Background: an optimization exercise with open tools, aiming at small area and a short achievable clock period. Do not read the settings as production practice. At most, simulation tests tie the RTL to the original design; equivalence was not proved. Function not checked in run 1: the RTL went through the layout flow alone.

==> flow/design.v (outline; a module is shown in full before it is edited, if it fits) <==
// module ROTATING_VECTORING: 3613 lines
module ROTATING_VECTORING(clk, xi, yi, xf, yf);
  // ...
==> flow/run.sh <==
#!/bin/bash
# synth_recipe.tcl (not shown) runs the flow's synth.tcl, then flattens the netlist and writes it again
# the make line also repeats each setting of config.mk as NAME=value (left out here)
make -C /OpenROAD-flow-scripts/flow DESIGN_CONFIG=/design/flow/config.mk WORK_HOME=/design/flow/orfs CLKGATE_MAP_FILE= SYNTH_SCRIPT=/design/flow/synth_recipe.tcl finish
==> flow/config.mk <==
export PLATFORM = sky130hd
export DESIGN_NAME = ROTATING_VECTORING
export DESIGN_NICKNAME = ROTATING_VECTORING
export VERILOG_FILES = /design/flow/design.v
export SDC_FILE = /design/flow/constraint.sdc
export NUM_CORES = 4
export LEC_CHECK = 0
export CAP_MARGIN = 20
export CORE_MARGIN = 2
export CORE_UTILIZATION = 60
export SETUP_SLACK_MARGIN = 5
export SLEW_MARGIN = 20
==> flow/constraint.sdc <==
create_clock -name core_clock -period 8.0 [get_ports {clk}]
set_input_delay 1.6000 -clock core_clock [delete_from_list [all_inputs] [get_ports {clk}]]
set_output_delay 1.6000 -clock core_clock [all_outputs]
set_load 0.01 [all_outputs]
==> qor.tcl, run 1 <==
set qor(postRouteWirelength_mm) 72.9
set qor(critical_path.cell_chain) {buf_12, ha_4, fa_2, a21oi_2, o21ai_1, a21oi_2, nor2_1, o21a_1, o311ai_4, a31oi_2, or4b_1, nand3_1}
set qor(gp_congestion) 0.920
set qor(layout_commonest_cell) {dfxtp_1}
set qor(run_status) {complete, no violations}
set qor(design_area_um2) 36400
set qor(insertedDiodeCount) 0
set qor(design.core.area_um2) 50000
set qor(setup_repair_after_global_routing_missed_its_margin) {yes}
set qor(clk_path_buf_depth) 3
set qor(timing.critical_path.fanout_max) 2
set qor(layoutNonFillerInstCount) 4123
set qor(global_route.peak_usage_layer) {met2}
set qor(crit_path_end_kind) {register}
set qor(worst_setup_path_startpoint) {xi[0]}
set qor(most-common-layout-cells) {dfxtp_1 (467), ha_1 (382), xnor2_1 (369)}
set qor(cts-root-buf) {clkbuf_16}
set qor(slew_viol_final) 0
set qor(non_clock_buffer_count) 239
set qor(cpMostUsedCell) {a21oi_2}
set qor(clk_pin_slew_worst_paths_ns) 0.06
set qor(clock_tree.htree_level_count) 2
set qor(drt.antenna.violating_nets) 0
set qor(io_buffer_count) 64
set qor(register_to_register_setup_slack_ns) 4.64
set qor(die_area_um2) 52200
set qor(routed_via_density) 5.66
set qor(setup_violations) 0
set qor(layout.nonclk_buf_share_pct) 6.39
set qor(hold_viol) 0
set qor(via_count) 23339
set qor(worstRegToRegCells) 12
set qor(met3RoutedLength_mm) 2.50
==> inputs of run 2 (changes only) <==
--- a/flow/design.v
+++ b/flow/design.v
@@ -1473,20 +1473,24 @@
   wire ad13_pp12_4 = ad13_pp12_3 & ad13_pp7_3;
   wire ad13_g13_4 = ad13_g13_3 | (ad13_pp13_3 & ad13_g7_3);
   wire ad13_pp13_4 = ad13_pp13_3 & ad13_pp7_3;
   wire ad13_g14_4 = ad13_g14_3 | (ad13_pp14_3 & ad13_g7_3);
   wire ad13_pp14_4 = ad13_pp14_3 & ad13_pp7_3;
   wire ad13_g15_4 = ad13_g15_3 | (ad13_pp15_3 & ad13_g7_3);
   wire ad13_pp15_4 = ad13_pp15_3 & ad13_pp7_3;
   wire [15:0] ad13 = {(ad13_p15 ^ (ad13_g14_4 | (ad13_pp14_4 & ((vx5[15] & (|vx5[4:0])) ^ ad13_m)))), (ad13_p14 ^ (ad13_g13_4 | (ad13_pp13_4 & ((vx5[15] & (|vx5[4:0])) ^ ad13_m)))), (ad13_p13 ^ (ad13_g12_4 | (ad13_pp12_4 & ((vx5[15] & (|vx5[4:0])) ^ ad13_m)))), (ad13_p12 ^ (ad13_g11_4 | (ad13_pp11_4 & ((vx5[15] & (|vx5[4:0])) ^ ad13_m)))), (ad13_p11 ^ (ad13_g10_4 | (ad13_pp10_4 & ((vx5[15] & (|vx5[4:0])) ^ ad13_m)))), (ad13_p10 ^ (ad13_g9_4 | (ad13_pp9_4 & ((vx5[15] & (|vx5[4:0])) ^ ad13_m)))), (ad13_p9 ^ (ad13_g8_4 | (ad13_pp8_4 & ((vx5[15] & (|vx5[4:0])) ^ ad13_m)))), (ad13_p8 ^ (ad13_g7_3 | (ad13_pp7_3 & ((vx5[15] & (|vx5[4:0])) ^ ad13_m)))), (ad13_p7 ^ (ad13_g6_3 | (ad13_pp6_3 & ((vx5[15] & (|vx5[4:0])) ^ ad13_m)))), (ad13_p6 ^ (ad13_g5_3 | (ad13_pp5_3 & ((vx5[15] & (|vx5[4:0])) ^ ad13_m)))), (ad13_p5 ^ (ad13_g4_3 | (ad13_pp4_3 & ((vx5[15] & (|vx5[4:0])) ^ ad13_m)))), (ad13_p4 ^ (ad13_g3_2 | (ad13_pp3_2 & ((vx5[15] & (|vx5[4:0])) ^ ad13_m)))), (ad13_p3 ^ (ad13_g2_2 | (ad13_pp2_2 & ((vx5[15] & (|vx5[4:0])) ^ ad13_m)))), (ad13_p2 ^ (ad13_g1_1 | (ad13_pp1_1 & ((vx5[15] & (|vx5[4:0])) ^ ad13_m)))), (ad13_p1 ^ (ad13_g0_0 | (ad13_p0 & ((vx5[15] & (|vx5[4:0])) ^ ad13_m)))), (ad13_p0 ^ ((vx5[15] & (|vx5[4:0])) ^ ad13_m))};
-  reg [15:0] vx6, vy6;
+  reg [15:6] vx6h;
+  reg vx6z;
+  reg [15:0] vy6;
+  wire [15:0] vx6 = {vx6h, 5'd0, vx6z};
   reg [5:0] vE6;    
   always @(posedge clk) begin
-    vx6 <= ad12;
+    vx6h <= ad12[15:6];
+    vx6z <= |ad12[5:0];
     vy6 <= ad13;
     vE6 <= {ve5, vE5};
   end
   wire ve6 = vy6[15];
   wire ad14_m = ~(ve6);
   wire ad14_p0 = vy6[0] ^ (vx6[6] ^ ad14_m);
   wire ad14_p1 = vy6[1] ^ (vx6[7] ^ ad14_m);
   wire ad14_p2 = vy6[2] ^ (vx6[8] ^ ad14_m);
==> flow/config.mk (replaced) <==
export PLATFORM = sky130hd
export DESIGN_NAME = ROTATING_VECTORING
export DESIGN_NICKNAME = ROTATING_VECTORING
export VERILOG_FILES = /design/flow/design.v
export SDC_FILE = /design/flow/constraint.sdc
export NUM_CORES = 4
export LEC_CHECK = 0
export ABC_AREA = 1
export CAP_MARGIN = 20
export CORE_MARGIN = 2
export CORE_UTILIZATION = 40
export SETUP_SLACK_MARGIN = 5
export SLEW_MARGIN = 20
==> run 2 against run 1 <==
Utilization is 28 points lower; count of clock-buffer cells in the layout rose by 6; sequential cell count shrank 5; cell area is 5.1% higher; global-route usage down 8.5 points; wire length grew 7.5%; highest routed layer unchanged.
==> qor.tcl, run 2 <==
set qor(std_cell_rows) 107
set qor(worstPathRequired_ns) 8.48
set qor(clk_path_buf_depth) 3 ;# unchanged
set qor(run_status) {complete, no violations}
set qor(synth_async_sr_flop_share_pct) 0
set qor(drt.antenna.violating_nets) 0 ;# unchanged
set qor(startpoint_type) {input port}
set qor(cts-buffers-inserted) 55
set qor(drcViolationCount) 0
set qor(detailed_place_hpwl_mm) 64.4
set qor(cts_tree) {yes}
set qor(design.core.area_um2) 84900 ;# +70%
set qor(grt_first_pass_wirelength_mm) 130
set qor(post_synth_main_area_contributors) {dfxtp_1 (28%), ha_1 (15%), xor2_1 (10%)}
set qor(worstPathArrival_ns) 3.41
set qor(worst_slew_pin_slew_ns) 0.783
set qor(clock_tree.htree_level_count) 2 ;# unchanged
set qor(clkLatencyLatePin_ns) 0.62
set qor(cts-root-buf) {clkbuf_16}
set qor(mappedNetlistArea_um2) 34100
set qor(synth.lib_cells_used.distinct) 60
set qor(fin_nets) 5024
set qor(critPathKind) {in2reg}
set qor(synth_seq_cells) 476
set qor(gp_congestion) 0.889 ;# -3.3%
set qor(io_buffer_count) 64 ;# unchanged
set qor(syn-num-nets) 4952
set qor(setup_total_negative_slack_ns) 0
set qor(post_synth_edffs) 0
set qor(pin_count) 65
set qor(yosysTopAreaCellShare_pct) 27.9
set qor(yosys_warnings) 1
set qor(drt_first_pass_iters) 5
set qor(timing.final.crit_share_pct) 36.5
set qor(final_layout_size_suffix_gt1_share_pct) 5.39
set qor(most-common-layout-cells) {nand2_1 (873), inv_1 (543), dfxtp_1 (473)}
set qor(fp.dieW_um) 296
set qor(design_area_um2) 38300 ;# +5.1%
set qor(via_count) 27629 ;# +18%
set qor(post_synth.cell_area_avg_um2) 7.61
set qor(postSynthCellCount) 4487
set qor(yosysTopAreaCell) {dfxtp_1}
set qor(postRouteWirelength_mm) 78.3 ;# +7.5%
set qor(insertedDiodeCount) 0 ;# unchanged
set qor(postSynth.topFlopCell) {dfxtp_1}
set qor(die_area_um2) 87700 ;# +68%
set qor(drt_iter0_markers) 1274
set qor(synth-seq-area-share_pct) 27.9
set qor(fill_cells) 8590
set qor(grt_pass1_vias) 26540
set qor(initial_standard_cell_utilization_of_the_core_pct) 40.2
set qor(finClkSkew_ns) 0.0287
set qor(p_r_area_growth_vs_syn_pct) 12.1
set qor(grt_overflow_total) 0
set qor(clk_pin_slew_worst_paths_ns) 0.06 ;# about the same
set qor(final.min_clock_period_ns) 2.92
set qor(max_freq_ghz) 0.342
set qor(slew_viol_final) 0 ;# unchanged
set qor(timing.critical_path.fanout_max) 12 ;# +10
set qor(drv_cap) 0
set qor(synth_top_cells_by_count) {nand2_1 (879), inv_1 (548), dfxtp_1 (476), ha_1 (406), xor2_1 (389)}
set qor(maximum_number_of_pins_on_one_net_before_global_route_repair) 61
set qor(hold_viol) 0 ;# unchanged
set qor(setup_violations) 0 ;# unchanged
set qor(slew_headroom_pct) 47.8
set qor(placedInstanceArea_um2) 36000
set qor(setup_repair_after_global_routing_missed_its_margin) {yes}
set qor(grtUsageTotal_pct) 17.9
set qor(antenna_violations_before_repair) 0
set qor(min-delay-path-class) {reg2reg}
set qor(synth.most_common_cell) {nand2_1}
set qor(die_height_um) 296
set qor(clock-sinks) 476
set qor(crit_path_end_kind) {register}
set qor(routed_via_density) 4.81 ;# -15%
set qor(numPlacedInstances) 5637
set qor(post_drt_wl_per_cell_um) 13.6
set qor(final.setup.worst_slack_ns) 5.08
set qor(pre_cts_slack_ns) 4.03
set qor(layout_commonest_cell) {nand2_1}
set qor(layoutNonFillerInstCount) 5749 ;# +39%
[run 2: cell types whose count changed after synthesis, sizes merged, moves of 34 or more]
| cell | change |
|---|---|
| nand4 | +119 |
| nor2b | -39 |
| nand3 | +266 |
| nor3 | -43 |
| nand2 | +788 |
| inv | +441 |
| nand2b | -34 |
| o21a | -60 |
| xnor2 | -169 |
| a21oi | +156 |
| and3 | -45 |
| xor2 | +145 |
[run 2: per-layer routing]
| metal | part of all wire, % | routed length [µm] | GRT usage [%] |
|---|---|---|---|
| met1 | 45 | 35400 | 21.4 |
| met2 | 48 | 38000 | 32.8 |
| met3 | 2.9 | 2310 | 1.83 |
| met4 | 3.4 | 2690 | 6.49 |
| met5 | 0 | 0 | 0 |
[run 2: critical path, stage by stage]
cell,delay [ns]
clkdlybuf4s50_1,0.50
inv_1,0.08
ha_4,0.36
nand2_1,0.13
inv_1,0.11
a21oi_1,0.09
or2_2,0.27
nand3_1,0.07
a21oi_1,0.06
xnor2_1,0.13
[run 2: cells by family (layout without fill, tap and decap cells)]
kind of cell             Yosys count  in the layout  share of synthesized area, %
adder cells (fa/ha/maj)          432            432                          16.4
multiplexers                       1              1                        0.0330
AND/OR/NAND/NOR                 1716           1716                          22.1
AO/OA/AOI/OAI                    620            620                          10.6
XOR/XNOR                         607            607                          15.7
buffers and inverters            635            753                          7.32
flip-flops                       476            476                          27.9
[run 2: path summary, 6_finish.rpt]
| path | start | end | slack [ns] | depth (start not counted) |
|---|---|---|---|---|
| worst min register to register | vE6[0]$_DFF_P_ | E[0]$_DFF_P_ | 0.31 | 0 |
| worst min-delay path | vE6[0]$_DFF_P_ | E[0]$_DFF_P_ | 0.31 | 0 |
| worst max-delay path | xi[9] | rx1[14]$_DFF_P_ | 5.08 | 10 |
| worst max register to register | rd2[2]$_DFF_P_ | ry3[9]$_DFF_P_ | 5.15 | 11 |
[run 2: what timing repair did]
action                                  in CTS  in global routing
pin swaps                                    5                 14
hold buffers                                 0                  0
resized for setup                           66                 43
gates cloned                                 0                  0
buffers inserted                             3                  6
endpoints found under the setup margin      75                 42
[run 2: per-stage QoR]
step	hold slack [ns]	util (%)
5_1_grt	0.323	45.1
4_1_cts	0.319	44.8
3_5_place_dp	0.312	42.4
3_3_place_gp	0.311	42.4
2_1_floorplan	0.310	-
6_report	0.309	45.1
[run 2: layout make-up]
type,count,area [µm²],share of cell area (%)
tap,1144,1430,3.74
multi-input combinational,3376,22400,58.6
sequential,476,9530,24.9
inverter,564,2120,5.54
clock inverter,33,434,1.13
clock buffer,70,1520,3.98
timing repair buffer,86,798,2.08

afterwards: timing with drivers on the ports:
How much do the figures lean on ideal ports? The routed layouts below were timed once more, with nothing changed but the port constraints.
Step 1, drivers: a clkbuf_16 drives clk and a buf_2 each remaining input, both assumed.
Step 2 times the ports against the registers' clock, not the clock port: input delays grow and output delays shrink by t, the midpoint of the rising clock arrivals with the driver on.
a / b / c = ideal / step 1 / step 2; a / b = the first two.
run	t, ns	setup WS [ns]	worst setup path at the end	slew at the worst register clock pin (ns)	worst slew at a driven data input, ns
run 1	0.655	4.635 / 4.637 / 3.983	input to register	0.06 / 0.06	0.06
run 2	0.665	5.080 / 5.121 / 4.455	input to register	0.06 / 0.06	0.04
After both steps setup and hold are still met in every run listed. For run 1, which loses most, drivers alone change the setup slack by +0.002 ns; drivers and shift together by -0.652 ns.
